Source: an optimization exercise on an open RTL-to-GDS flow (aim: small area and few clock cycles per item). Production flows keep margins and buffers that such runs may drop. In this exercise RTL edits were held to simulation tests only and were not proved equivalent to the original.

Design dblcordicpll, start of the top module:
module	dblcordicpll (
		input	wire			i_clk,
		input	wire			i_reset,
		input	wire			i_ld,
		input	wire	[31:0]		i_step,
		input	wire			i_ce,
		input	wire	signed	[15:0]	i_input,
		input	wire	[4:0]		i_lgcoeff,
		output	wire	[15:0]		o_err,
		output	wire	[31:0]		o_phase,
		output	wire			pd_done
	);
	reg	[31:0]		r_phase, r_step;
	reg	signed	[15:0]	fil_sin, fil_cos;
	reg	[3:0]		lg;
	reg			st_rot, st_f1, st_vld, st_vec, st_done, st_post;
	reg	[3:0]		cm;	 
	reg	[3:0]		cmx, cmy, cmb;
	wire	[15:0]		nfil_cos, nfil_sin;	 
	wire	signed [31:0]	pcorr;			 
	reg	signed	[23:0]	xv, yv;
	reg	signed	[31:0]	ph;
	wire	idle = !(st_rot || st_f1 || st_vld || st_vec || st_done);
	wire	last_rot = (cm == 4'd8);
	wire	last_vec = (cm == 4'd10);
	wire	[3:0]	lga = lg - 4'd1;	 
	always @(posedge i_clk)
	if (i_reset)
	begin
		st_rot  <= 1'b0;
		st_f1   <= 1'b0;
		st_vld  <= 1'b0;
		st_vec  <= 1'b0;
		st_done <= 1'b0;
		st_post <= 1'b0;
	end else begin
		st_rot  <= i_ce || (st_rot && !last_rot);
		st_f1   <= st_rot && last_rot;
		st_vld  <= st_f1;
		st_vec  <= st_vld || (st_vec && !last_vec);
		st_done <= st_vec && last_vec;
		st_post <= st_done;
	end
	always @(posedge i_clk)
	if (i_ce)
		cm <= 4'd1;
	else if (st_f1)
		cm <= { 1'b0, lga[3:1] };
	else if (st_vld)
		cm <= 4'd0;
	else
		cm <= cm + 4'd1;
	always @(posedge i_clk)
	if (i_ce)
		cmy <= 4'd1;
	else if (st_f1)
		cmy <= { 1'b0, lga[3:1] };
	else if (st_vld)
		cmy <= 4'd0;
  ...
Size in the first run: about 4,300 cells after synthesis, ~110 I/O pins, roughly 28,000 um^2 of cells after synthesis.
export LEC_CHECK = 0
export ABC_AREA = 1
export CAP_MARGIN = 20
export CORE_MARGIN = 2
export CORE_UTILIZATION = 40
export PLACE_DENSITY = 0.6
export SLEW_MARGIN = 20
create_clock -name core_clock -period 10.0 [get_ports {i_clk}]
run.sh (not shown) runs the stock make flow with config.mk's settings and CLKGATE_MAP_FILE= SYNTH_SCRIPT=/design/flow/synth_recipe.tcl, a recipe that flattens the netlist after the stock synthesis.
The starting point ran to the end with no violations.
Testbench counts at the start, summed over its fixed seeds: cycles 88,320, items 3,840.
Next try:
--- a/flow/design.v
+++ b/flow/design.v
@@ -11,15 +11,14 @@
 		output	wire			pd_done
 	);
 	reg	[31:0]		r_phase, r_step;
 	reg	signed	[15:0]	fil_sin, fil_cos;
 	reg	[3:0]		lg;
 	reg			st_rot, st_f1, st_vld, st_vec, st_done, st_post;
 	reg	[3:0]		cm;	 
-	reg	[3:0]		cmx, cmy, cmb;
 	wire	[15:0]		nfil_cos, nfil_sin;	 
 	wire	signed [31:0]	pcorr;			 
 	reg	signed	[23:0]	xv, yv;
 	reg	signed	[31:0]	ph;
 	wire	idle = !(st_rot || st_f1 || st_vld || st_vec || st_done);
 	wire	last_rot = (cm == 4'd8);
 	wire	last_vec = (cm == 4'd10);
@@ -48,41 +47,14 @@
 		cm <= { 1'b0, lga[3:1] };
 	else if (st_vld)
 		cm <= 4'd0;
 	else
 		cm <= cm + 4'd1;
 	always @(posedge i_clk)
 	if (i_ce)
-		cmy <= 4'd1;
-	else if (st_f1)
-		cmy <= { 1'b0, lga[3:1] };
-	else if (st_vld)
-		cmy <= 4'd0;
-	else
-		cmy <= cmy + 4'd1;
-	always @(posedge i_clk)
-	if (i_ce)
-		cmx <= 4'd1;
-	else if (st_f1)
-		cmx <= { 1'b0, lga[3:1] };
-	else if (st_vld)
-		cmx <= 4'd0;
-	else
-		cmx <= cmx + 4'd1;
-	always @(posedge i_clk)
-	if (i_ce)
-		cmb <= 4'd1;
-	else if (st_f1)
-		cmb <= { 1'b0, lga[3:1] };
-	else if (st_vld)
-		cmb <= 4'd0;
-	else
-		cmb <= cmb + 4'd1;
-	always @(posedge i_clk)
-	if (i_ce)
 		lg <= i_lgcoeff[3:0];
 	wire	e23 = yv[23] ? !((&yv) && xv[22]) : ((~|yv) && xv[22]);
 	wire	same = st_done && (yv[23] == e23);
 	wire	[29:0]	ca = ctab | { 22'd0, same, 2'b00, {3{same}}, {2{st_done}} };
 	reg	[29:0]	cb, ctab;
 	always @(*)
 	case ({ idle, st_rot, cm })
@@ -166,28 +138,26 @@
 	always @(*)
 	case (vq)
 	2'b01: vp = 3'h7;
 	2'b10: vp = 3'h3;
 	2'b11: vp = 3'h5;
 	default: vp = 3'h1;
 	endcase
-	wire	[4:0]	sa = { cmx, 1'b0 };
+	wire	[4:0]	sa = { cm, 1'b0 };
 	wire		lshift = st_done || st_post;
-	wire	[4:0]	sb = { lshift ? lga[3:1] : cmb, 1'b1 };
+	wire	[4:0]	sb = { lshift ? lga[3:1] : cm, 1'b1 };
 	wire		ea = idle ? re : st_rot ? !ph[31] : yv[23];
 	wire	signed [23:0]	xsfa = xv >>> sa;
-	wire	signed [23:0]	ysfa = yv >>> { cmy, 1'b0 };
+	wire	signed [23:0]	ysfa = yv >>> sa;
 	wire	[23:0]	xsa = { xsfa[23:4], st_rot ? 4'd0 : xsfa[3:0] };
 	wire	[23:0]	ysa = { ysfa[23:4], st_rot ? 4'd0 : ysfa[3:0] };
 	wire	[23:0]	xa, ya;
 	wire	[31:0]	pa;
-	wire		eax = !st_vld && ea;
-	wire		eay = st_vld || ea;
-	bkadd #(.W(24)) axa (.a(st_vld ? { fil_sin, 8'd0 } : xv), .b(ysa ^ {24{eax}}),  .ci(eax),  .s(xa));
-	bkadd #(.W(24)) aya (.a(st_vld ? { fil_cos, 8'd0 } : yv), .b(xsa ^ {24{!eay}}), .ci(!eay), .s(ya));
+	bkadd #(.W(24)) axa (.a(xv), .b(ysa ^ {24{ea}}),  .ci(ea),  .s(xa));
+	bkadd #(.W(24)) aya (.a(yv), .b(xsa ^ {24{!ea}}), .ci(!ea), .s(ya));
 	bkadd #(.W(32)) apa (.a(idle ? rp : ph), .b({ 2'b00, ca } ^ {32{ea}}), .ci(ea), .s(pa));
 	wire		eb = st_rot ? !pa[31] : ya[23];
 	wire	[31:0]	pfs;
 	wire	signed [23:0]	xsfb = $signed(lshift ? pfs[31:8] : xa) >>> sb;
 	wire	signed [23:0]	ysfb = $signed(lshift ? pfs[23:0] : ya) >>> sb;
 	wire	[23:0]	xsb = { xsfb[23:4], st_rot ? 4'd0 : xsfb[3:0] };
 	wire	[23:0]	ysb = { ysfb[23:4], st_rot ? 4'd0 : ysfb[3:0] };
@@ -198,16 +168,16 @@
 	wire		lsub = st_done || st_post;
 	wire	[31:0]	pba = (st_f1 || st_done) ? r_phase : st_post ? r_step : pa;
 	wire	[31:0]	pbb = st_f1 ? r_step : lsub ? ~pcorr : ({ 2'b00, cb } ^ {32{eb}});
 	bkadd #(.W(32)) apb (.a(pba), .b(pbb), .ci(lsub || (eb && !st_f1)), .s(pb));
 	wire	[15:0]	tr_cos, tr_sin;
 	filt1 fc (.v(xv), .f(fil_cos), .t(tr_cos));
 	filt1 fs (.v(yv), .f(fil_sin), .t(tr_sin));
-	assign	nfil_cos = ya[23:8];
-	assign	nfil_sin = xa[23:8];
+	bkadd #(.W(16)) afc (.a(fil_cos), .b(xsfa[23:8]), .ci(1'b0), .s(nfil_cos));
+	bkadd #(.W(16)) afs (.a(fil_sin), .b(ysfa[23:8]), .ci(1'b0), .s(nfil_sin));
 	always @(posedge i_clk)
 	if (i_reset)
 	begin
 		fil_cos <= 16'd0;
 		fil_sin <= 16'd0;
 	end else if (st_vld)
 	begin
=> Global-route usage rose by 0.73 points; design area shrinks slightly; routed wire length rose slightly; final cell count went down by a few percent; synthesized cell count came out lower by a few percent; worst hold slack improves by 0.014 ns.
Testbench counts after the change, summed over its fixed seeds: cycles 88,320, items 3,840.

========
dblcordicpll, a different RTL version from the one above (not shown whole).
For scale: roughly 4300 cells after synthesis, about 190 flip-flops, ~28000 um^2 of cells after synthesis.
==> flow/config.mk <==
export PLATFORM = sky130hd
export DESIGN_NAME = dblcordicpll
export DESIGN_NICKNAME = dblcordicpll
export VERILOG_FILES = /design/flow/design.v
export SDC_FILE = /design/flow/constraint.sdc
export NUM_CORES = 4
export LEC_CHECK = 0
export ABC_AREA = 1
export CAP_MARGIN = 20
export CORE_MARGIN = 2
export CORE_UTILIZATION = 40
export PLACE_DENSITY = 0.6
export SLEW_MARGIN = 20
==> flow/constraint.sdc <==
create_clock -name core_clock -period 10.0 [get_ports {i_clk}]
set_input_delay 2.0000 -clock core_clock [delete_from_list [all_inputs] [get_ports {i_clk}]]
set_output_delay 2.0000 -clock core_clock [all_outputs]
set_load 0.01 [all_outputs]
Testbench counts at the start, summed over its fixed seeds: cycles 88,320, items 3,840.
==> next run, changes <==
--- a/flow/design.v
+++ b/flow/design.v
@@ -7,23 +7,22 @@
 		input	wire	signed	[15:0]	i_input,
 		input	wire	[4:0]		i_lgcoeff,
 		output	wire	[15:0]		o_err,
 		output	wire	[31:0]		o_phase,
 		output	wire			pd_done
 	);
 	reg	[31:0]		r_phase, r_step;
 	reg	signed	[15:0]	fil_sin, fil_cos;
 	reg	[3:0]		lg;
 	reg			st_rot, st_f1, st_vld, st_vec, st_done, st_post;
 	reg	[3:0]		cm;	 
-	reg	[3:0]		cmy;	 
 	wire	[15:0]		nfil_cos, nfil_sin;	 
 	wire	signed [31:0]	pcorr;			 
 	reg	signed	[23:0]	xv, yv;
 	reg	signed	[31:0]	ph;
 	wire	idle = !(st_rot || st_f1 || st_vld || st_vec || st_done);
 	wire	last_rot = (cm == 4'd8);
 	wire	last_vec = (cm == 4'd10);
 	wire	[3:0]	lga = lg - 4'd1;	 
 	always @(posedge i_clk)
 	if (i_reset)
 	begin
@@ -42,31 +41,22 @@
 		st_post <= st_done;
 	end
 	always @(posedge i_clk)
 	if (i_ce)
 		cm <= 4'd1;
 	else if (st_f1)
 		cm <= { 1'b0, lga[3:1] };
 	else if (st_vld)
 		cm <= 4'd0;
 	else
 		cm <= cm + 4'd1;
-	always @(posedge i_clk)
-	if (i_ce)
-		cmy <= 4'd1;
-	else if (st_f1)
-		cmy <= { 1'b0, lga[3:1] };
-	else if (st_vld)
-		cmy <= 4'd0;
-	else
-		cmy <= cmy + 4'd1;
 	always @(posedge i_clk)
 	if (i_ce)
 		lg <= i_lgcoeff[3:0];
 	wire	e23 = yv[23] ? !((&yv) && xv[22]) : ((~|yv) && xv[22]);
 	wire	same = st_done && (yv[23] == e23);
 	wire	[29:0]	ca = ctab | { 22'd0, same, 2'b00, {3{same}}, {2{st_done}} };
 	reg	[29:0]	cb, ctab;
 	always @(*)
 	case ({ idle, st_rot, cm })
 	6'h20, 6'h21, 6'h22, 6'h23, 6'h24, 6'h25, 6'h26, 6'h27, 6'h28, 6'h29,
 	6'h2a, 6'h2b, 6'h2c, 6'h2d, 6'h2e, 6'h2f,
@@ -149,23 +139,23 @@
 	case (vq)
 	2'b01: vp = 3'h7;
 	2'b10: vp = 3'h3;
 	2'b11: vp = 3'h5;
 	default: vp = 3'h1;
 	endcase
 	wire	[4:0]	sa = { cm, 1'b0 };
 	wire		lshift = st_done || st_post;
 	wire	[4:0]	sb = { lshift ? lga[3:1] : cm, 1'b1 };
 	wire		ea = idle ? re : st_rot ? !ph[31] : yv[23];
 	wire	signed [23:0]	xsfa = xv >>> sa;
-	wire	signed [23:0]	ysfa = yv >>> { cmy, 1'b0 };
+	wire	signed [23:0]	ysfa = yv >>> sa;
 	wire	[23:0]	xsa = { xsfa[23:4], st_rot ? 4'd0 : xsfa[3:0] };
 	wire	[23:0]	ysa = { ysfa[23:4], st_rot ? 4'd0 : ysfa[3:0] };
 	wire	[23:0]	xa, ya;
 	wire	[31:0]	pa;
 	wire		eax = !st_vld && ea;
 	wire		eay = st_vld || ea;
 	bkadd #(.W(24)) axa (.a(st_vld ? { fil_sin, 8'd0 } : xv), .b(ysa ^ {24{eax}}),  .ci(eax),  .s(xa));
 	bkadd #(.W(24)) aya (.a(st_vld ? { fil_cos, 8'd0 } : yv), .b(xsa ^ {24{!eay}}), .ci(!eay), .s(ya));
 	bkadd #(.W(32)) apa (.a(idle ? rp : ph), .b({ 2'b00, ca } ^ {32{ea}}), .ci(ea), .s(pa));
 	wire		eb = st_rot ? !pa[31] : ya[23];
 	wire	[31:0]	pfs;
=> The new run passed the timing, DRC and antenna checks; core utilization went up by 1.3 points; area after synthesis went down by 0.95%; worst setup slack degrades by 0.18 ns; count of clock-buffer cells in the layout went down by 1; synthesized cell count hardly moves; critical path depth went up by 4; sequential cell count went down by 4; maximum frequency went down by 1.9%; die area went down by 0.93%; global-route usage went up by 0.88 points; design area went up by 1.2%; register-to-register slack degrades by 0.18 ns.
Testbench counts after the change, summed over its fixed seeds: cycles 88,320, items 3,840.

==> what the ideal ports hide <==
In the flow no input, the clock included, has a driving cell. The finished layouts below were timed again as built, in two steps.
Step 1 assumes that a clkbuf_16 drives the clock port and a buf_2 every other input.
Step 2, shift: input delay + t, output delay - t, t = (earliest + latest rising clock arrival at the registers) / 2. This alone moves slack from input paths to output paths.
Three values: no drivers, after step 1, after step 2; two values: the first two.
| run | shift t [ns] | setup WS [ns] | worst data-port slew with drivers (ns) |
|---|---|---|---|
| the first run of note 1 | 0.645 | 0.677 / 0.677 / 0.677 | 0.06 |
| the second run of note 1 | 0.583 | 0.553 / 0.553 / 0.553 | 0.10 |
| the first run of note 2 | 0.576 | 0.617 / 0.617 / 0.617 | 0.08 |
| the second run of note 2 | 0.584 | 0.438 / 0.438 / 0.438 | 0.11 |
After both steps setup and hold are still met in every run listed.
